Background: an optimization exercise with open tools, aiming at small area. Do not read the settings as production practice.
RTL that was checked went through simulation tests only; none was proved equivalent to the original.
For runs 1 and 2, only the layout was checked, not whether the RTL still works.
No activity file was given, so power comes from the tool's default toggle rates.

==> flow/design.v <==
module vga(clk, reset, hsync, vsync, hcnt, vcnt);
    input clk, reset;
    output hsync, vsync;
    output reg [10:0] hcnt;
    output reg [9:0] vcnt;
    wire hend = hcnt[10] & hcnt[9] & hcnt[7] & (&hcnt[3:0]);
    wire vend = vcnt[9] & vcnt[8] & vcnt[5] & vcnt[4] & vcnt[3] & vcnt[1] & vcnt[0];
    wire hclr = reset | hend;
    wire vclr = reset | (hend & vend);
    wire [11:0] hc;
    wire [10:0] vc;
    assign hc[0] = 1'b1;
    assign vc[0] = hend;
    genvar i;
    generate
        for (i = 0; i < 11; i = i + 1) begin : hbit
            assign hc[i+1] = hc[i] & hcnt[i];
            always @(posedge clk) hcnt[i] <= ~hclr & (hcnt[i] ^ hc[i]);
        end
        for (i = 0; i < 10; i = i + 1) begin : vbit
            assign vc[i+1] = vc[i] & vcnt[i];
            always @(posedge clk) vcnt[i] <= ~vclr & (vcnt[i] ^ vc[i]);
        end
    endgenerate
    assign hsync = ~(hcnt >= 11'd1344 && hcnt <= 11'd1479);
    assign vsync = ~(vcnt >= 10'd801 && vcnt <= 10'd802);
endmodule
module Screen(clk, reset, hsync, vsync, xball, yball, xpat, ypat, colors);
    input clk, reset;
    input [10:0] xball, yball, xpat, ypat;
    output hsync, vsync;
    output [11:0] colors;
    wire [10:0] hcnt;
    wire [9:0] vcnt;
    vga VGA(clk, reset, hsync, vsync, hcnt, vcnt);
    function [11:0] sub11;
        input [10:0] a, b;
        reg c; integer i;
        begin
            c = 1'b1;
            for (i = 0; i < 11; i = i + 1) begin
                sub11[i] = a[i] ^ ~b[i] ^ c;
                c = (a[i] & ~b[i]) | (c & (a[i] ^ ~b[i]));
            end
            sub11[11] = ~c;
        end
    endfunction
    function [1:0] ball;
        input [4:0] a, b;
        reg [5:0] t [0:1];
        begin
            case (a)
                5'd0: begin t[0] = 21; t[1] = 23; end
                5'd1: begin t[0] = 20; t[1] = 22; end
                5'd2: begin t[0] = 20; t[1] = 22; end
                5'd3: begin t[0] = 20; t[1] = 22; end
                5'd4: begin t[0] = 20; t[1] = 22; end
                5'd5: begin t[0] = 20; t[1] = 22; end
                5'd6: begin t[0] = 20; t[1] = 22; end
                5'd7: begin t[0] = 19; t[1] = 21; end
                5'd8: begin t[0] = 19; t[1] = 21; end
                5'd9: begin t[0] = 18; t[1] = 21; end
                5'd10: begin t[0] = 18; t[1] = 20; end
                5'd11: begin t[0] = 17; t[1] = 20; end
                5'd12: begin t[0] = 17; t[1] = 19; end
                5'd13: begin t[0] = 16; t[1] = 18; end
                5'd14: begin t[0] = 15; t[1] = 17; end
                5'd15: begin t[0] = 14; t[1] = 17; end
                5'd16: begin t[0] = 13; t[1] = 16; end
                5'd17: begin t[0] = 11; t[1] = 14; end
                5'd18: begin t[0] = 9; t[1] = 13; end
                5'd19: begin t[0] = 7; t[1] = 12; end
                5'd20: begin t[0] = 1; t[1] = 10; end
                5'd21: begin t[0] = 0; t[1] = 7; end
                5'd22: begin t[0] = 0; t[1] = 1; end
                default: begin t[0] = 0; t[1] = 0; end
            endcase
            ball[0] = {1'b0, b} < t[0];
            ball[1] = {1'b0, b} < t[1];
        end
    endfunction
    function [1:0] pad;
        input [6:0] a, b;
        reg [7:0] t [0:1];
        begin
            case (a)
                7'd0: begin t[0] = 61; t[1] = 66; end
                7'd1: begin t[0] = 60; t[1] = 65; end
                7'd2: begin t[0] = 60; t[1] = 65; end
                7'd3: begin t[0] = 60; t[1] = 65; end
                7'd4: begin t[0] = 60; t[1] = 65; end
                7'd5: begin t[0] = 60; t[1] = 65; end
                7'd6: begin t[0] = 60; t[1] = 65; end
                7'd7: begin t[0] = 60; t[1] = 65; end
                7'd8: begin t[0] = 60; t[1] = 65; end
                7'd9: begin t[0] = 60; t[1] = 65; end
                7'd10: begin t[0] = 60; t[1] = 65; end
                7'd11: begin t[0] = 59; t[1] = 65; end
                7'd12: begin t[0] = 59; t[1] = 64; end
                7'd13: begin t[0] = 59; t[1] = 64; end
                7'd14: begin t[0] = 59; t[1] = 64; end
                7'd15: begin t[0] = 59; t[1] = 64; end
                7'd16: begin t[0] = 58; t[1] = 64; end
                7'd17: begin t[0] = 58; t[1] = 63; end
                7'd18: begin t[0] = 58; t[1] = 63; end
                7'd19: begin t[0] = 57; t[1] = 63; end
                7'd20: begin t[0] = 57; t[1] = 62; end
                7'd21: begin t[0] = 57; t[1] = 62; end
                7'd22: begin t[0] = 56; t[1] = 62; end
                7'd23: begin t[0] = 56; t[1] = 61; end
                7'd24: begin t[0] = 55; t[1] = 61; end
                7'd25: begin t[0] = 55; t[1] = 61; end
                7'd26: begin t[0] = 55; t[1] = 60; end
                7'd27: begin t[0] = 54; t[1] = 60; end
                7'd28: begin t[0] = 54; t[1] = 59; end
                7'd29: begin t[0] = 53; t[1] = 59; end
                7'd30: begin t[0] = 52; t[1] = 58; end
                7'd31: begin t[0] = 52; t[1] = 58; end
                7'd32: begin t[0] = 51; t[1] = 57; end
                7'd33: begin t[0] = 51; t[1] = 57; end
                7'd34: begin t[0] = 50; t[1] = 56; end
                7'd35: begin t[0] = 49; t[1] = 55; end
                7'd36: begin t[0] = 49; t[1] = 55; end
                7'd37: begin t[0] = 48; t[1] = 54; end
                7'd38: begin t[0] = 47; t[1] = 53; end
                7'd39: begin t[0] = 46; t[1] = 53; end
                7'd40: begin t[0] = 45; t[1] = 52; end
                7'd41: begin t[0] = 44; t[1] = 51; end
                7'd42: begin t[0] = 43; t[1] = 50; end
                7'd43: begin t[0] = 42; t[1] = 49; end
                7'd44: begin t[0] = 41; t[1] = 48; end
                7'd45: begin t[0] = 40; t[1] = 47; end
                7'd46: begin t[0] = 39; t[1] = 46; end
                7'd47: begin t[0] = 38; t[1] = 45; end
                7'd48: begin t[0] = 37; t[1] = 44; end
                7'd49: begin t[0] = 35; t[1] = 43; end
                7'd50: begin t[0] = 34; t[1] = 42; end
                7'd51: begin t[0] = 32; t[1] = 41; end
                7'd52: begin t[0] = 30; t[1] = 40; end
                7'd53: begin t[0] = 29; t[1] = 38; end
                7'd54: begin t[0] = 27; t[1] = 37; end
                7'd55: begin t[0] = 24; t[1] = 35; end
                7'd56: begin t[0] = 22; t[1] = 34; end
                7'd57: begin t[0] = 19; t[1] = 32; end
                7'd58: begin t[0] = 16; t[1] = 30; end
                7'd59: begin t[0] = 11; t[1] = 28; end
                7'd60: begin t[0] = 1; t[1] = 26; end
                7'd61: begin t[0] = 0; t[1] = 23; end
                7'd62: begin t[0] = 0; t[1] = 20; end
                7'd63: begin t[0] = 0; t[1] = 17; end
                7'd64: begin t[0] = 0; t[1] = 12; end
                7'd65: begin t[0] = 0; t[1] = 1; end
                default: begin t[0] = 0; t[1] = 0; end
            endcase
            pad[0] = {1'b0, b} < t[0];
            pad[1] = {1'b0, b} < t[1];
        end
    endfunction
    wire [11:0] dxb = sub11(hcnt, xball);
    wire [11:0] dyb = sub11({1'b0, vcnt}, yball);
    wire [11:0] dxp = sub11(hcnt, xpat);
    wire [11:0] dyp = sub11({1'b0, vcnt}, ypat);
    wire bx = (dxb[10:0] <= 11'd22 & ~dxb[11]) | (dxb[10:0] >= 11'd2026);
    wire by = (dyb[10:0] <= 11'd22 & ~dyb[11]) | (dyb[10:0] >= 11'd2026);
    wire px = (dxp[10:0] <= 11'd65 & ~dxp[11]) | (dxp[10:0] >= 11'd1983);
    wire py = (dyp[10:0] <= 11'd65 & ~dyp[11]) | (dyp[10:0] >= 11'd1983);
    wire [4:0] axb = dxb[11] ? -dxb[4:0] : dxb[4:0];
    wire [4:0] ayb = dyb[11] ? -dyb[4:0] : dyb[4:0];
    wire [6:0] axp = dxp[11] ? -dxp[6:0] : dxp[6:0];
    wire [6:0] ayp = dyp[11] ? -dyp[6:0] : dyp[6:0];
    wire [1:0] bc = ball(axb, ayb);
    wire [1:0] pc = pad(axp, ayp);
    wire b20 = bx & by & bc[0];
    wire b22 = bx & by & bc[1];
    wire p60 = px & py & pc[0];
    wire p65 = px & py & pc[1];
    wire h1 = dxp[10:0] >= 11'd50 & dxp[10:0] <= 11'd110 & py & ayp <= 7'd20;
    wire h2 = dxp[10:0] >= 11'd50 & dxp[10:0] <= 11'd115 & py & ayp <= 7'd25;
    wire border = vcnt >= 10'd740 || vcnt <= 10'd50 || hcnt <= 11'd50 || (hcnt >= 11'd1230 && hcnt <= 11'd1280);
    wire serve = hcnt >= 11'd58 && hcnt <= 11'd118 && vcnt >= 10'd345 && vcnt <= 10'd445;
    wire table_ = (hcnt >= 11'd58 && hcnt <= 11'd524 || hcnt >= 11'd644 && hcnt <= 11'd1222) && vcnt >= 10'd58 && vcnt <= 10'd732;
    wire hline = (hcnt >= 11'd51 && hcnt <= 11'd57) || (hcnt >= 11'd525 && hcnt <= 11'd531) ||
                 (hcnt >= 11'd637 && hcnt <= 11'd643) || (hcnt >= 11'd562 && hcnt <= 11'd569) ||
                 (hcnt >= 11'd599 && hcnt <= 11'd606) || (hcnt >= 11'd1223 && hcnt <= 11'd1229);
    wire vline = (vcnt >= 10'd51 && vcnt <= 10'd57) || (vcnt >= 10'd137 && vcnt <= 10'd143) ||
                 (vcnt >= 10'd223 && vcnt <= 10'd229) || (vcnt >= 10'd309 && vcnt <= 10'd315) ||
                 (vcnt >= 10'd395 && vcnt <= 10'd401) || (vcnt >= 10'd481 && vcnt <= 10'd487) ||
                 (vcnt >= 10'd567 && vcnt <= 10'd573) || (vcnt >= 10'd653 && vcnt <= 10'd659) ||
                 (vcnt >= 10'd733 && vcnt <= 10'd739);
    wire yellow = serve | (~table_ & (hline | vline));
    reg cr, cg3, cgl, cb;
    always @(posedge clk) begin
        if (b20)           {cr, cg3, cgl, cb} <= 4'b1100;
        else if (b22)      {cr, cg3, cgl, cb} <= 4'b1111;
        else if (p60)      {cr, cg3, cgl, cb} <= 4'b1000;
        else if (h1)       {cr, cg3, cgl, cb} <= 4'b0110;
        else if (p65 | h2) {cr, cg3, cgl, cb} <= 4'b1111;
        else if (border)   {cr, cg3, cgl, cb} <= 4'b0000;
        else if (yellow)   {cr, cg3, cgl, cb} <= 4'b1110;
        else               {cr, cg3, cgl, cb} <= 4'b0001;
    end
    assign colors = {{4{cr}}, cg3, {3{cgl}}, {4{cb}}};
endmodule
==> flow/flow/run.sh <==
#!/bin/bash
# The standard layout (standard.sh), with two changes:
#  - synthesis runs flow/synth.tcl: the standard script with an
#    area-oriented ABC mapping (flow/area.abc) and no adder cells;
#  - port buffers are buf_1 cells instead of the default delay cells.
set -euo pipefail
F=$(cd "$(dirname "${BASH_SOURCE[0]}")" && pwd)
bash standard.sh SYNTH_SCRIPT=$F/synth.tcl \
  "BUFFER_PORTS_ARGS=-buffer_cell sky130_fd_sc_hd__buf_1" finish > standard.log 2>&1
==> flow/flow/area.abc <==
strash
dc2
balance
rewrite
refactor
balance
rewrite
rewrite -z
balance
refactor -z
rewrite -z
balance
&get -n
&deepsyn -T 60
&put
dch
amap
strash
dch
amap
topo
==> flow/flow/synth.tcl <==
# The standard synthesis (synth_recipe.tcl), with these changes: the
# combinational mapping runs an area-oriented ABC script (area.abc here)
# instead of ORFS's delay-oriented one. Registers are mapped as before.
set ::area_abc [file join [file dirname [file normalize [info script]]] area.abc]
proc synth {args} {
  set i [lsearch -exact $args -extra-map]
  if { $i >= 0 } { set args [lreplace $args $i [expr {$i + 1}]] }
  yosys synth -nofsm -noshare {*}$args
}
# no full/half adder cells: ABC maps the adders' gates with the rest
proc extract_fa {args} {}
proc abc {args} {
  set out {}
  set skip 0
  foreach a $args {
    if { $skip } { set skip 0; continue }
    if { $a eq "-script" || $a eq "-D" || $a eq "-constr" } { set skip 1; continue }
    lappend out $a
  }
  yosys abc -script $::area_abc {*}$out
}
source $::env(SCRIPTS_DIR)/synth.tcl
# left out here: clear keep_hierarchy, flatten, clean up, hide names made inside functions, write 1_2_yosys.v
==> flow/standard.sh <==
#!/bin/bash
# synth_recipe.tcl (not shown) runs the flow's synth.tcl, then flattens the netlist and writes it again
# the make line also repeats each setting of config.mk as NAME=value (left out here)
make -C /OpenROAD-flow-scripts/flow DESIGN_CONFIG=/design/flow/config.mk WORK_HOME=/design/flow/orfs CLKGATE_MAP_FILE= SYNTH_SCRIPT=/design/flow/synth_recipe.tcl "${@:-finish}"
==> flow/config.mk <==
export PLATFORM = sky130hd
export DESIGN_NAME = Screen
export DESIGN_NICKNAME = Screen
export VERILOG_FILES = /design/flow/design.v
export SDC_FILE = /design/flow/constraint.sdc
export NUM_CORES = 4
export LEC_CHECK = 0
export CAP_MARGIN = 20
export CORE_MARGIN = 2
export CORE_UTILIZATION = 40
export SLEW_MARGIN = 20
==> flow/constraint.sdc <==
create_clock -name core_clock -period 16.0 [get_ports {clk}]
set_input_delay 3.2000 -clock core_clock [delete_from_list [all_inputs] [get_ports {clk}]]
set_output_delay 3.2000 -clock core_clock [all_outputs]
set_load 0.01 [all_outputs]
==> results of run 1 <==
stage by stage:
step,std cells,instance area [sq um]
finish,934,4394
global route,934,4394
CTS,934,4394
detailed placement,930,4349
global placement,930,4349
floorplan,749,4044
worst max-delay path, delay by kind of cell:
| kind | cells | cell delay (ps) |
|---|---|---|
| buffers and inverters | 6 | 970 |
| and+or+nand+nor | 22 | 2340 |
| AOI/OAI and AO/OA | 18 | 3390 |
cell usage in the layout, fill, tap and decap left out, types with 3 or more instances in the layout:
master and n:
or4_1 3, a22oi_1 30, clkbuf_8 3, nor3_1 25, a221oi_1 4, nor2_1 162
nand4_1 4, o2111ai_1 3, or3_1 5, o31ai_1 3, a31oi_1 13, o21a_1 11
o22ai_1 13, o21ai_0 128, buf_1 59, o211ai_1 4, nand3_1 7, o32ai_1 3
a21oi_1 30, clkinv_1 111, nand2_1 102, dfxtp_1 25, a211oi_1 21, nor4_1 6
layout make-up:
type	instances	area, sq um	share of cell area, %
tap	133	166.4	3.787
inverter	111	416.7	9.482
clock buffer	4	45.04	1.025
timing repair buffer	60	229.0	5.211
sequential	25	500.5	11.39
multi-input combinational	601	3037	69.11
per-layer routing:
metal | up-vias | GRT usage, % | share of wire (%) | wire (um)
li1 | 2778 | - | - | -
met1 | 2419 | 32.99 | 45 | 6147
met2 | 229 | 40.57 | 45 | 6185
met3 | 32 | 3.431 | 7.8 | 1067
met4 | 0 | 6.081 | 2.2 | 302
met5 | - | 0 | 0 | 0
sequential cells by signal, indices dropped and copies added, names as in the netlist:
register	flops
cb	1
cgl	1
VGA.hcnt	11
cr	1
VGA.vcnt	10
cg3	1
power by group:
part / total, mW / internal (mW) / leakage, nW / switching (mW)
registers: 0.0635 / 0.0628 / 0.202 / 0.000721
logic: 0.150 / 0.0495 / 1.18 / 0.101
clock network: 0.0412 / 0.0179 / 0.0228 / 0.0233
cells by family after synthesis:
family / count (synthesis)
AND/OR/NAND/NOR: 320
AO/OA/AOI/OAI: 281
buffers and inverters: 123
flip-flops: 25
path summary, 6_finish.rpt:
check | startpoint | endpoint | slack, ps | cells past startpoint
worst min register to register | VGA.hcnt[0]$_DFF_P_ | VGA.hcnt[0]$_DFF_P_ | 470 | 1
worst max register to register | VGA.hcnt[2]$_DFF_P_ | cgl$_SDFF_PP0_ | 8670 | 45
worst max-delay path | xpat[2] | cgl$_SDFF_PP0_ | 6250 | 46
worst min-delay path | VGA.hcnt[0]$_DFF_P_ | VGA.hcnt[0]$_DFF_P_ | 470 | 1
==> flow_summary.toml, run 1 <==
[clock_tree]
hold_buffers = 0
cts_resized = 0
clock_latency_ps = 280
htreeDepth = 1
clkTransAtPathRegs_ps = 100
post_cts_buffers = 0
cts_buffers = 3
tritoncts = "yes"
clockRootBuffer = "clkbuf_8"
clock_path_buffers = 2
cts_num_sinks = 25

[grt]
grt_pass1_vias = 4731
grt_remaining_overflow = 0
gr-usage-all-layers_pct = 24.36
antenna_found_initial = 0
grt_pass1_wl_mm = 22.14
grt_max_degree = 14

[synth]
synthSimpleGateAreaFrac_pct = 32.39
synth_most_common_cell = "nor2_1"
ys_types = 43
synth_xor_area_share_pct = 0
netlist_area_sq_um = 4044
synthTopCellsByArea = "o21ai_0 (16%), nor2_1 (15%), dfxtp_1 (12%)"
ys_seq_elements = 25
ys.flop_type = "dfxtp_1"
muxShareOfSynthArea_pct = 0
syn_area_per_cell_sq_um = 5.399
ys_seq_area_share_pct = 12.38
syn_inst = 749
syn_nets = 795
synth_top_area_share_pct = 15.84
synth-compound-area-share_pct = 42.70
synthAdderAreaFrac_pct = 0
synth_edf_count = 0
yosys_warnings = 4
synth.largest_area_cell = "o21ai_0"
async_flop_share_pct = 0
synth_commonest_cells = "nor2_1 (162), o21ai_0 (128), clkinv_1 (111), nand2_1 (102)"
synth_top_family_by_area = "compound AO/OA/AOI/OAI gates"

[cells_and_area]
final_nets = 848
n_antenna_cell = 0
area_delta_synth_final_pct = 8.663
final_layout_size_suffix_gt1_share_pct = 0.4994
fin_util_pct = 44.96
n_fill_cell = 1083

[timing]
skew_ps = 3.364
final.setup.worst_slack_ps = 6252
tns_ps = 0
worstMarginPinSlew_ps = 1105
whs_ps = 472.6
drv_slew = 0
final_hold_viol_count = 0
setup_viol = 0
period_share_pct = 60.92
max_freq_mhz = 102.6
relSlewSlack_pct = 25.56
finalCriticalPeriod_ps = 9748
rsz0062_at_grt = "false"

[floorplanning]
start_util_pct = 41.37
dieHeight_um = 104.5
core_sq_um = 9774
die_x_um = 104.5
dieArea_sq_um = 10930
rows = 36
num_io_pins = 60

[detailed_routing]
wirelength_mm = 13.70
first_iter_violations = 332
dr.pass1.iters = 5
wl_per_cell_um = 14.67
ant_nets = 0
drc = 0
vias = 5458
vias_per_cell = 5.844

[setup_path]
crit_required_ps = 16170
crit_path_top_delay_cell = "o21ai_0"
cpMostUsedCell = "o21ai_0"
critPathKind = "in -> reg"
cp_max_fo = 10
max_stage_delay_ps = 860
cp.arrival_ps = 9910
cp-start-kind = "input port"
crit_path_end_kind = "flip-flop"

[placed_design]
pre_cts_ws_ps = 6152
place.gp.congestion = 0.9820
io_buffers = 59
hpwl_mm = 11.25

[run_status]
outcome = "no timing/DRC/antenna violations"

[pwr]
power.leakage_nw = 1.408
peakVddDrop_mv = 0.03729
design_power_total_uw = 255.0
pwr_density_cell_nw_per_um2 = 58.03

[min_path]
holdCritPathClass = "reg -> reg"

[job]
maxCapViolCount = 0
==> inputs of run 2 (changes only) <==
--- a/flow/config.mk
+++ b/flow/config.mk
@@ -7,5 +7,5 @@
 export LEC_CHECK = 0
 export CAP_MARGIN = 20
 export CORE_MARGIN = 2
-export CORE_UTILIZATION = 40
+export CORE_UTILIZATION = 65
 export SLEW_MARGIN = 20
==> run 2 against run 1 <==
Still clean. Final area shrank 1.4%. Sequential cell count unchanged. Count of clock-buffer cells in the layout decreased by 1. Critical path depth rose by 1. Synthesized area unchanged. Clock skew rose by 15 ps. Register-to-register slack improved by 360 ps. Die area decreased by 37%. Critical endpoint is now cg3$_SDFF_PP1_. Largest cell class unchanged.
==> flow_summary.toml, run 2 <==
[run_status]
outcome = "no timing/DRC/antenna violations"

[cells_and_area]
n_fill_cell = 540
final_nets = 849
largestRegisters = "VGA.hcnt: 11 flops, VGA.vcnt: 10 flops"
largest_reg_flops = 11
largest_register = "VGA.hcnt"
final_layout_size_suffix_gt1_share_pct = 0.7481
fin_area_sq_um = 4334
n_antenna_cell = 0
mostFrequentLayoutCell = "nor2_1"
area_delta_synth_final_pct = 7.178
layout_common_cells = "nor2_1 (162), o21ai_0 (128), clkinv_1 (111)"

[synth]
ys_types = 43
syn_nets = 795
synth_most_common_cell = "nor2_1"
syn_area_per_cell_sq_um = 5.399
synth_edf_count = 0
synthTopCellsByArea = "o21ai_0 (16%), nor2_1 (15%), dfxtp_1 (12%)"
synth_top_area_share_pct = 15.84
ys_seq_elements = 25
ys_seq_area_share_pct = 12.38
syn_inst = 749
ys.flop_type = "dfxtp_1"
synth.largest_area_cell = "o21ai_0"
netlist_area_sq_um = 4044
async_flop_share_pct = 0
yosys_warnings = 4
synth_commonest_cells = "nor2_1 (162), o21ai_0 (128), clkinv_1 (111), nand2_1 (102)"

[timing]
period_share_pct = 59.15
final_hold_viol_count = 0
drv_slew = 0
skew_ps = 17.87
max_freq_mhz = 105.7
setup_viol = 0
worstMarginPinSlew_ps = 894.7
tns_ps = 0
relSlewSlack_pct = 39.72
finalCriticalPeriod_ps = 9464
rsz0062_at_grt = "false"

[clock_tree]
cts_num_sinks = 25
htreeDepth = 1
clockRootBuffer = "clkbuf_8"
clock_path_buffers = 2
tritoncts = "yes"
cts_buffers = 3
hold_buffers = 0
clkTransAtPathRegs_ps = 110
post_cts_buffers = 0
clock_latency_ps = 290
cts_resized = 0

[detailed_routing]
wirelength_mm = 13.81
vias = 5866
drc = 0
dr.pass1.iters = 9
vias_per_cell = 6.689
wl_per_cell_um = 15.75
first_iter_violations = 770
ant_nets = 0

[setup_path]
cp.arrival_ps = 9660
r2r-end = "cg3$_SDFF_PP1_"
crit_path_top_delay_cell = "o41ai_1"
cp_max_fo = 10
crit_path_end_kind = "flip-flop"
rr_startpoint = "VGA.hcnt[2]$_DFF_P_"
max_stage_delay_ps = 500
crit_required_ps = 16200
reg2reg_setup_slack_ps = 9030
ff2ff_path_depth = 46
cp-start-kind = "input port"
critPathKind = "in -> reg"

[grt]
grt_pass1_vias = 5243
antenna_found_initial = 0
gr-usage-all-layers_pct = 38.10
use_met1_pct = 46.32
grt_util_met3_pct = 9.543
grt.busiest_layer = "met2"
grt_max_degree = 17
grt_remaining_overflow = 0
grt_pass1_wl_mm = 22.56
met2_usage_pct = 61.88

[min_path]
worstHoldStart = "VGA.hcnt[0]$_DFF_P_"
holdCritPathClass = "reg -> reg"
min_to = "VGA.hcnt[0]$_DFF_P_"
hold_path_depth = 1

[pwr]
peakVddDrop_mv = 0.04491
power.leakage_nw = 1.417
pwr_density_cell_nw_per_um2 = 60.26

[placed_design]
post_dp_cell_area_sq_um = 4284
io_buffers = 59
hpwl_mm = 10.91
place.gp.congestion = 1.010

[floorplanning]
die_x_um = 82.88
start_util_pct = 67.90
rows = 28
num_io_pins = 60
dieArea_sq_um = 6868
core_sq_um = 5956
dieHeight_um = 82.88

[job]
maxCapViolCount = 0
run 2: cell types whose count changed in the layout (fill, tap and decap cells not counted):
cell      previous run  this run
clkbuf_1             1         0
inv_6                0         1
buf_4                1         2
run 2: layer usage:
metal / wire (um) / share of wire [%]
met4: 785 / 5.7
met2: 6078 / 44
met1: 5264 / 38
met3: 1680 / 12
met5: 0 / 0
run 2: kinds of logic after synthesis:
family / Yosys count / share of synthesized area (%)
AO/OA/AOI/OAI: 281 / 42.70
buffers and inverters: 123 / 12.53
flip-flops: 25 / 12.38
AND/OR/NAND/NOR: 320 / 32.40
run 2: worst max path at each step:
stage	startpoint	to	slack (ps)	cells after the start
floorplan	xpat[2]	cg3$_SDFF_PP1_	7300	45
global placement	xpat[0]	cgl$_SDFF_PP0_	6900	45
detailed placement	xpat[0]	cg3$_SDFF_PP1_	6700	47
CTS	xpat[0]	cg3$_SDFF_PP1_	6870	47
global route	xpat[0]	cg3$_SDFF_PP1_	5820	47
finish	xpat[0]	cg3$_SDFF_PP1_	6540	47
run 2: critical path: cells and delay by family:
family          cells  cell delay, ps
compound gates     18            2900
buf+inv             6             900
simple gates       23            2680
run 2: through the flow:
stage	utilization [%]	hold WS [ps]	std cells	power, mW	setup WS (ps)
floorplan	-	426.9	749	0.1752	7303
global placement	71.93	443.4	873	0.2089	6905
detailed placement	71.93	488.2	873	0.2112	6697
CTS	72.77	509.3	877	0.2529	6871
global route	72.77	528.0	877	0.2770	5819
finish	72.77	499.4	877	0.2612	6536
run 2: area by class of cell:
type                            count  area (sq um)  area share (%)
Sequential cell                    25         500.5           11.55
Multi-Input combinational cell    601          3037           70.06
Timing Repair Buffer               61         236.5           5.456
Tap cell                           75         93.84           2.165
Inverter                          111         416.7           9.613
Clock buffer                        3         41.29          0.9527
Clock inverter                      1         8.758          0.2021
run 2: where the power goes:
| part | total, mW | switching, mW | internal, mW |
|---|---|---|---|
| Clock | 0.0428 | 0.0244 | 0.0184 |
| Sequential | 0.0636 | 0.000763 | 0.0628 |
| Combinational | 0.155 | 0.105 | 0.0501 |
| Total | 0.261 | 0.130 | 0.131 |
==> inputs of run 3 (changes only) <==
--- a/flow/design.v
+++ b/flow/design.v
@@ -1,10 +1,12 @@
-module vga(clk, reset, hsync, vsync, hcnt, vcnt);
+module vga(clk, reset, hsync, vsync, hn, vn);
     input clk, reset;
     output hsync, vsync;
-    output reg [10:0] hcnt;
-    output reg [9:0] vcnt;
-    wire hend = hcnt[10] & hcnt[9] & hcnt[7] & (&hcnt[3:0]);
-    wire vend = vcnt[9] & vcnt[8] & vcnt[5] & vcnt[4] & vcnt[3] & vcnt[1] & vcnt[0];
+    output reg [10:0] hn;
+    output reg [9:0] vn;
+    wire [10:0] h = ~hn;
+    wire [9:0] v = ~vn;
+    wire hend = h[10] & h[9] & h[7] & (&h[3:0]);
+    wire vend = v[9] & v[8] & v[5] & v[4] & v[3] & v[1] & v[0];
     wire hclr = reset | hend;
     wire vclr = reset | (hend & vend);
     wire [11:0] hc;
@@ -14,37 +16,27 @@
     genvar i;
     generate
         for (i = 0; i < 11; i = i + 1) begin : hbit
-            assign hc[i+1] = hc[i] & hcnt[i];
-            always @(posedge clk) hcnt[i] <= ~hclr & (hcnt[i] ^ hc[i]);
+            assign hc[i+1] = hc[i] & h[i];
+            always @(posedge clk) hn[i] <= hclr | ~(h[i] ^ hc[i]);
         end
         for (i = 0; i < 10; i = i + 1) begin : vbit
-            assign vc[i+1] = vc[i] & vcnt[i];
-            always @(posedge clk) vcnt[i] <= ~vclr & (vcnt[i] ^ vc[i]);
+            assign vc[i+1] = vc[i] & v[i];
+            always @(posedge clk) vn[i] <= vclr | ~(v[i] ^ vc[i]);
         end
     endgenerate
-    assign hsync = ~(hcnt >= 11'd1344 && hcnt <= 11'd1479);
-    assign vsync = ~(vcnt >= 10'd801 && vcnt <= 10'd802);
+    assign hsync = ~(h >= 11'd1344 && h <= 11'd1479);
+    assign vsync = ~(v >= 10'd801 && v <= 10'd802);
 endmodule
 module Screen(clk, reset, hsync, vsync, xball, yball, xpat, ypat, colors);
     input clk, reset;
     input [10:0] xball, yball, xpat, ypat;
     output hsync, vsync;
     output [11:0] colors;
-    wire [10:0] hcnt;
-    wire [9:0] vcnt;
-    vga VGA(clk, reset, hsync, vsync, hcnt, vcnt);
-    function [11:0] sub11;
-        input [10:0] a, b;
-        reg c; integer i;
-        begin
-            c = 1'b1;
-            for (i = 0; i < 11; i = i + 1) begin
-                sub11[i] = a[i] ^ ~b[i] ^ c;
-                c = (a[i] & ~b[i]) | (c & (a[i] ^ ~b[i]));
-            end
-            sub11[11] = ~c;
-        end
-    endfunction
+    wire [10:0] hn;
+    wire [9:0] vn;
+    wire [10:0] hcnt = ~hn;
+    wire [9:0] vcnt = ~vn;
+    vga VGA(clk, reset, hsync, vsync, hn, vn);
     function [1:0] ball;
         input [4:0] a, b;
         reg [5:0] t [0:1];
@@ -156,10 +148,18 @@
             pad[1] = {1'b0, b} < t[1];
         end
     endfunction
-    wire [11:0] dxb = sub11(hcnt, xball);
-    wire [11:0] dyb = sub11({1'b0, vcnt}, yball);
-    wire [11:0] dxp = sub11(hcnt, xpat);
-    wire [11:0] dyp = sub11({1'b0, vcnt}, ypat);
+    wire [11:0] exb, exp_;
+    wire [10:0] eybl, eypl;
+    nsub11 SXB(hn, xball, exb);
+    nsub11 SXP(hn, xpat, exp_);
+    nsub10 SYB(vn, yball[9:0], eybl);
+    nsub10 SYP(vn, ypat[9:0], eypl);
+    wire [11:0] eyb = {yball[10] | eybl[10], ~(yball[10] ^ eybl[10]), eybl[9:0]};
+    wire [11:0] eyp = {ypat[10] | eypl[10], ~(ypat[10] ^ eypl[10]), eypl[9:0]};
+    wire [11:0] dxb = {exb[11], ~exb[10:0]};
+    wire [11:0] dyb = {eyb[11], ~eyb[10:0]};
+    wire [11:0] dxp = {exp_[11], ~exp_[10:0]};
+    wire [11:0] dyp = {eyp[11], ~eyp[10:0]};
     wire bx = (dxb[10:0] <= 11'd22 & ~dxb[11]) | (dxb[10:0] >= 11'd2026);
     wire by = (dyb[10:0] <= 11'd22 & ~dyb[11]) | (dyb[10:0] >= 11'd2026);
     wire px = (dxp[10:0] <= 11'd65 & ~dxp[11]) | (dxp[10:0] >= 11'd1983);
@@ -201,3 +201,31 @@
     end
     assign colors = {{4{cr}}, cg3, {3{cgl}}, {4{cb}}};
 endmodule
+module nsub11(an, b, s);
+    input [10:0] an, b;
+    output [11:0] s;
+    wire [11:0] c;
+    assign c[0] = 1'b0;
+    genvar i;
+    generate
+        for (i = 0; i < 11; i = i + 1) begin : bit_
+            assign s[i] = an[i] ^ b[i] ^ c[i];
+            assign c[i+1] = (an[i] & b[i]) | (c[i] & (an[i] ^ b[i]));
+        end
+    endgenerate
+    assign s[11] = c[11];
+endmodule
+module nsub10(an, b, s);
+    input [9:0] an, b;
+    output [10:0] s;
+    wire [10:0] c;
+    assign c[0] = 1'b0;
+    genvar i;
+    generate
+        for (i = 0; i < 10; i = i + 1) begin : bit_
+            assign s[i] = an[i] ^ b[i] ^ c[i];
+            assign c[i+1] = (an[i] & b[i]) | (c[i] & (an[i] ^ b[i]));
+        end
+    endgenerate
+    assign s[10] = c[10];
+endmodule
==> flow/flow/run.sh (replaced) <==
#!/bin/bash
# The standard layout (standard.sh), with two changes:
#  - synthesis runs flow/synth.tcl (see there): the standard script with
#    an area-oriented ABC mapping and the ripple adders as full-adder cells;
#  - port buffers are buf_1 cells instead of the default delay cells.
# All tool output goes to the ORFS logs and to standard.log here.
set -euo pipefail
F=$(cd "$(dirname "${BASH_SOURCE[0]}")" && pwd)
bash standard.sh SYNTH_SCRIPT=$F/synth.tcl \
  "BUFFER_PORTS_ARGS=-buffer_cell sky130_fd_sc_hd__buf_1" finish > standard.log 2>&1
==> flow/flow/adders.v (new file) <==
// The ripple adders of Screen.v (nsub11, nsub10) as full-adder cells.
module nsub11(an, b, s);
    input [10:0] an, b;
    output [11:0] s;
    wire [11:0] c;
    sky130_fd_sc_hd__ha_1 B0(.A(an[0]), .B(b[0]), .SUM(s[0]), .COUT(c[1]));
    sky130_fd_sc_hd__fa_1 B1(.A(an[1]), .B(b[1]), .CIN(c[1]), .SUM(s[1]), .COUT(c[2]));
    sky130_fd_sc_hd__fa_1 B2(.A(an[2]), .B(b[2]), .CIN(c[2]), .SUM(s[2]), .COUT(c[3]));
    sky130_fd_sc_hd__fa_1 B3(.A(an[3]), .B(b[3]), .CIN(c[3]), .SUM(s[3]), .COUT(c[4]));
    sky130_fd_sc_hd__fa_1 B4(.A(an[4]), .B(b[4]), .CIN(c[4]), .SUM(s[4]), .COUT(c[5]));
    sky130_fd_sc_hd__fa_1 B5(.A(an[5]), .B(b[5]), .CIN(c[5]), .SUM(s[5]), .COUT(c[6]));
    sky130_fd_sc_hd__fa_1 B6(.A(an[6]), .B(b[6]), .CIN(c[6]), .SUM(s[6]), .COUT(c[7]));
    sky130_fd_sc_hd__fa_1 B7(.A(an[7]), .B(b[7]), .CIN(c[7]), .SUM(s[7]), .COUT(c[8]));
    sky130_fd_sc_hd__fa_1 B8(.A(an[8]), .B(b[8]), .CIN(c[8]), .SUM(s[8]), .COUT(c[9]));
    sky130_fd_sc_hd__fa_1 B9(.A(an[9]), .B(b[9]), .CIN(c[9]), .SUM(s[9]), .COUT(c[10]));
    sky130_fd_sc_hd__fa_1 B10(.A(an[10]), .B(b[10]), .CIN(c[10]), .SUM(s[10]), .COUT(c[11]));
    assign s[11] = c[11];
endmodule
module nsub10(an, b, s);
    input [9:0] an, b;
    output [10:0] s;
    wire [10:0] c;
    sky130_fd_sc_hd__ha_1 B0(.A(an[0]), .B(b[0]), .SUM(s[0]), .COUT(c[1]));
    sky130_fd_sc_hd__fa_1 B1(.A(an[1]), .B(b[1]), .CIN(c[1]), .SUM(s[1]), .COUT(c[2]));
    sky130_fd_sc_hd__fa_1 B2(.A(an[2]), .B(b[2]), .CIN(c[2]), .SUM(s[2]), .COUT(c[3]));
    sky130_fd_sc_hd__fa_1 B3(.A(an[3]), .B(b[3]), .CIN(c[3]), .SUM(s[3]), .COUT(c[4]));
    sky130_fd_sc_hd__fa_1 B4(.A(an[4]), .B(b[4]), .CIN(c[4]), .SUM(s[4]), .COUT(c[5]));
    sky130_fd_sc_hd__fa_1 B5(.A(an[5]), .B(b[5]), .CIN(c[5]), .SUM(s[5]), .COUT(c[6]));
    sky130_fd_sc_hd__fa_1 B6(.A(an[6]), .B(b[6]), .CIN(c[6]), .SUM(s[6]), .COUT(c[7]));
    sky130_fd_sc_hd__fa_1 B7(.A(an[7]), .B(b[7]), .CIN(c[7]), .SUM(s[7]), .COUT(c[8]));
    sky130_fd_sc_hd__fa_1 B8(.A(an[8]), .B(b[8]), .CIN(c[8]), .SUM(s[8]), .COUT(c[9]));
    sky130_fd_sc_hd__fa_1 B9(.A(an[9]), .B(b[9]), .CIN(c[9]), .SUM(s[9]), .COUT(c[10]));
    assign s[10] = c[10];
endmodule
--- a/flow/flow/area.abc
+++ b/flow/flow/area.abc
@@ -11,7 +11,7 @@
 rewrite -z
 balance
 &get -n
-&deepsyn -T 60
+&deepsyn -T 30
 &put
 dch
 amap
--- a/flow/flow/synth.tcl
+++ b/flow/flow/synth.tcl
@@ -1,8 +1,20 @@
-# The standard synthesis (synth_recipe.tcl), with these changes: the
-# combinational mapping runs an area-oriented ABC script (area.abc here)
-# instead of ORFS's delay-oriented one. Registers are mapped as before.
+# The standard synthesis (synth_recipe.tcl), with these changes:
+#  - the combinational mapping runs an area-oriented ABC script (area.abc)
+#    instead of ORFS's delay-oriented one, without the Kogge-Stone adder
+#    map and without extract_fa;
+#  - the ripple adder modules nsub11/nsub10 are mapped to full-adder
+#    cells (adders.v).
+# Registers are mapped as before.
 set ::area_abc [file join [file dirname [file normalize [info script]]] area.abc]
+set ::adders [file join [file dirname [file normalize [info script]]] adders.v]
+set ::adders_done 0
 proc synth {args} {
+  # the first call, before flattening: the ripple adders become
+  # full-adder cells
+  if { !$::adders_done } {
+    set ::adders_done 1
+    yosys read_verilog -overwrite $::adders
+  }
   set i [lsearch -exact $args -extra-map]
   if { $i >= 0 } { set args [lreplace $args $i [expr {$i + 1}]] }
   yosys synth -nofsm -noshare {*}$args
--- a/flow/config.mk
+++ b/flow/config.mk
@@ -7,5 +7,5 @@
 export LEC_CHECK = 0
 export CAP_MARGIN = 20
 export CORE_MARGIN = 2
-export CORE_UTILIZATION = 65
+export CORE_UTILIZATION = 40
 export SLEW_MARGIN = 20
==> run 3 against run 2 <==
Still clean. Clock power fell by 6.3%. Sequential share of layout area rose by 0.36 points. Non-clock buffer count did not move. Count of clock-buffer cells in the layout did not move. Maximum frequency fell by 20%. Critical path depth fell by 11. Synthesized cell count fell by 22%. Synthesized area fell by 4.8%. Via count fell by 28%. Die area rose by 52%. Final area fell by 3.0%. Sequential cell count did not move. Critical endpoint is now cr$_SDFF_PP1_. Highest routed layer unchanged.
==> flow_summary.toml, run 3 <==
[detailed_routing]
wl_per_cell_um = 14.81
vias = 4198
drc = 0
vias_per_cell = 5.502
wirelength_mm = 11.30
ant_nets = 0
dr.pass1.iters = 5
first_iter_violations = 278

[cells_and_area]
largestRegisters = "VGA.hn: 11 flops, VGA.vn: 10 flops"
layout_common_cells = "nor2_1 (143), clkinv_1 (80), o21ai_0 (59), buf_1 (59), nand2_1 (45)"
fin_area_sq_um = 4204
largest_register = "VGA.hn"
largest_reg_flops = 11
mostFrequentLayoutCell = "nor2_1"
final_layout_size_suffix_gt1_share_pct = 0.9464
area_delta_synth_final_pct = 9.197
final_nets = 723
n_antenna_cell = 0

[setup_path]
cp-start-kind = "input port"
rr_startpoint = "VGA.hn[0]$_DFF_P_"
critPathTopFamily = "adder cells"
worstSetupPathDepth = 36
critPathKind = "in -> reg"
cp_max_fo = 10
cp.arrival_ps = 12040
cpMostUsedCell = "fa_1"
crit_path_top_delay_cell = "o21ai_0"
crit_required_ps = 16170
crit_path_end_kind = "flip-flop"
r2r-end = "cr$_SDFF_PP1_"
critical_path_buf_inv_count = 3
max_stage_delay_ps = 830
reg2reg_setup_slack_ps = 6700
ff2ff_path_depth = 35

[timing]
worstMarginPinSlew_ps = 1039
skew_ps = 3.626
tns_ps = 0
final_hold_viol_count = 0
finalCriticalPeriod_ps = 11880
max_freq_mhz = 84.20
whs_ps = 581.6
relSlewSlack_pct = 30.02
drv_slew = 0
period_share_pct = 74.23
setup_viol = 0
final.setup.worst_slack_ps = 4123
rsz0062_at_grt = "false"

[pwr]
power.leakage_nw = 1.305
design_power_total_uw = 261.5
pwr_density_cell_nw_per_um2 = 62.19
peakVddDrop_mv = 0.02933

[grt]
gr-usage-all-layers_pct = 22.37
antenna_found_initial = 0
grt_pass1_wl_mm = 18.51
grt_max_degree = 15
grt_remaining_overflow = 0
grt_pass1_vias = 3906

[floorplanning]
die_x_um = 102.1
num_io_pins = 60
start_util_pct = 41.47
dieArea_sq_um = 10430
rows = 35
core_sq_um = 9284
dieHeight_um = 102.1

[synth]
synth_top_area_share_pct = 19.76
netlist_area_sq_um = 3850
ys_types = 43
ys.flop_type = "dfxtp_1"
async_flop_share_pct = 0
synth_commonest_cells = "nor2_1 (143), clkinv_1 (80), o21ai_0 (60), nand2_1 (45), fa_1 (38)"
synth_most_common_cell = "nor2_1"
syn_inst = 581
synthTopCellsByArea = "fa_1 (20%), nor2_1 (14%), dfxtp_1 (13%)"
synth.largest_area_cell = "fa_1"
synth_edf_count = 0
syn_area_per_cell_sq_um = 6.626
ys_seq_area_share_pct = 13.00
ys_seq_elements = 25
syn_nets = 669
yosys_warnings = 4

[placed_design]
place.gp.congestion = 0.9443
post_dp_cell_area_sq_um = 4158
hpwl_mm = 9.503
io_buffers = 59
pre_cts_ws_ps = 4009

[clock_tree]
cts_num_sinks = 25
cts_resized = 0
htreeDepth = 1
tritoncts = "yes"
post_cts_buffers = 0
clkTransAtPathRegs_ps = 100
hold_buffers = 0
clock_latency_ps = 280
clockRootBuffer = "clkbuf_8"
cts_buffers = 3
clock_path_buffers = 2

[min_path]
hold_path_depth = 2
worstHoldStart = "VGA.hn[0]$_DFF_P_"
holdCritPathClass = "reg -> reg"
min_to = "VGA.hn[0]$_DFF_P_"

[job]
maxCapViolCount = 0

[run_status]
outcome = "no timing/DRC/antenna violations"
==> run 3: cell types whose count changed in the layout (fill, tap and decap cells not counted), moves of 5 or more <==
| cell | change |
|---|---|
| o221ai_1 | +5 |
| o211ai_1 | +5 |
| a22oi_1 | -27 |
| clkinv_1 | -31 |
| nand2_1 | -57 |
| fa_1 | +38 |
| o32ai_1 | +5 |
| nor3_1 | -5 |
| nor2_1 | -19 |
| a211oi_1 | -12 |
| o22ai_1 | -9 |
| o21ai_0 | -69 |
==> run 3: kinds of logic after synthesis <==
family                     count (synthesis)  share of synthesized area (%)
and+or+nand+nor                          250                          27.53
AOI/OAI and AO/OA                        172                          28.27
adders and majority gates                 42                          21.06
buffers and inverters                     92                          10.14
DFF                                       25                          13.00
==> run 3: how the worst max path moves through the flow <==
stage                        from       endpoint  slack (ps)
final                     xpat[0]  cr$_SDFF_PP1_        4120
after global routing      xpat[0]  cr$_SDFF_PP1_        3530
after CTS                 xpat[0]  cr$_SDFF_PP1_        4280
after floorplan           xpat[0]  cr$_SDFF_PP1_        4890
after detailed placement  xpat[0]  cr$_SDFF_PP1_        4010
after global placement    xpat[0]  cr$_SDFF_PP1_        3880
==> run 3: per-stage QoR <==
step	std cells	utilization (%)
global placement	759	44.78
CTS	763	45.28
global route	763	45.28
finish	763	45.28
detailed placement	759	44.78
floorplan	581	-
==> run 3: tightest hold or removal path, delay by kind of cell (launching register included) <==
kind	cells	cell delay, ps
flops	1	370
simple gates	1	100
buf+inv	1	90
==> run 3: report_power, final <==
part           leakage (nW)  internal (mW)  switching [mW]
Clock                0.0255         0.0175          0.0226
Sequential            0.203         0.0627         0.00121
Combinational          1.08         0.0546           0.103
==> run 3: per-layer routing <==
layer / vias to the layer above / routed length (um) / global-route usage [%]
met5: - / 0 / 0
met4: 0 / 259 / 6.359
met3: 22 / 586 / 1.847
met2: 150 / 5362 / 38.77
met1: 1904 / 5090 / 29.95
li1: 2122 / - / -
==> run 3: final cells by class <==
type                    instances  area [sq um]
clock buffers                   3         41.29
clock inverters                 1         5.005
fillers                      1017          5080
inverters                      80         300.3
multi-input cells             464          2959
flip-flops and latches         25         500.5
well taps                     129         161.4
repair buffers                 61         236.5

==> re-timing with driven ports <==
No port has a modelled driver above. Below, the same layouts with a new extraction and two added sets of constraints.
Step 1 assumes that a clkbuf_16 drives the clock port and a buf_2 every other input.
Step 2, shift: input delay + t, output delay - t, t = (earliest + latest rising clock arrival at the registers) / 2. This alone moves slack from input paths to output paths.
a / b / c = ideal / step 1 / step 2; a / b = the first two.
| run | t (ns) | setup WS [ns] | worst data-port slew with drivers (ns) |
|---|---|---|---|
| run 1 | 0.307 | 6.252 / 6.262 / 5.955 | 0.04 |
| run 2 | 0.317 | 6.536 / 6.541 / 6.224 | 0.05 |
| run 3 | 0.304 | 4.123 / 4.127 / 3.823 | 0.05 |
After both steps setup and hold are still met in every run listed. For run 2, which loses most, drivers alone change the setup slack by +0.005 ns; drivers and shift together by -0.312 ns.
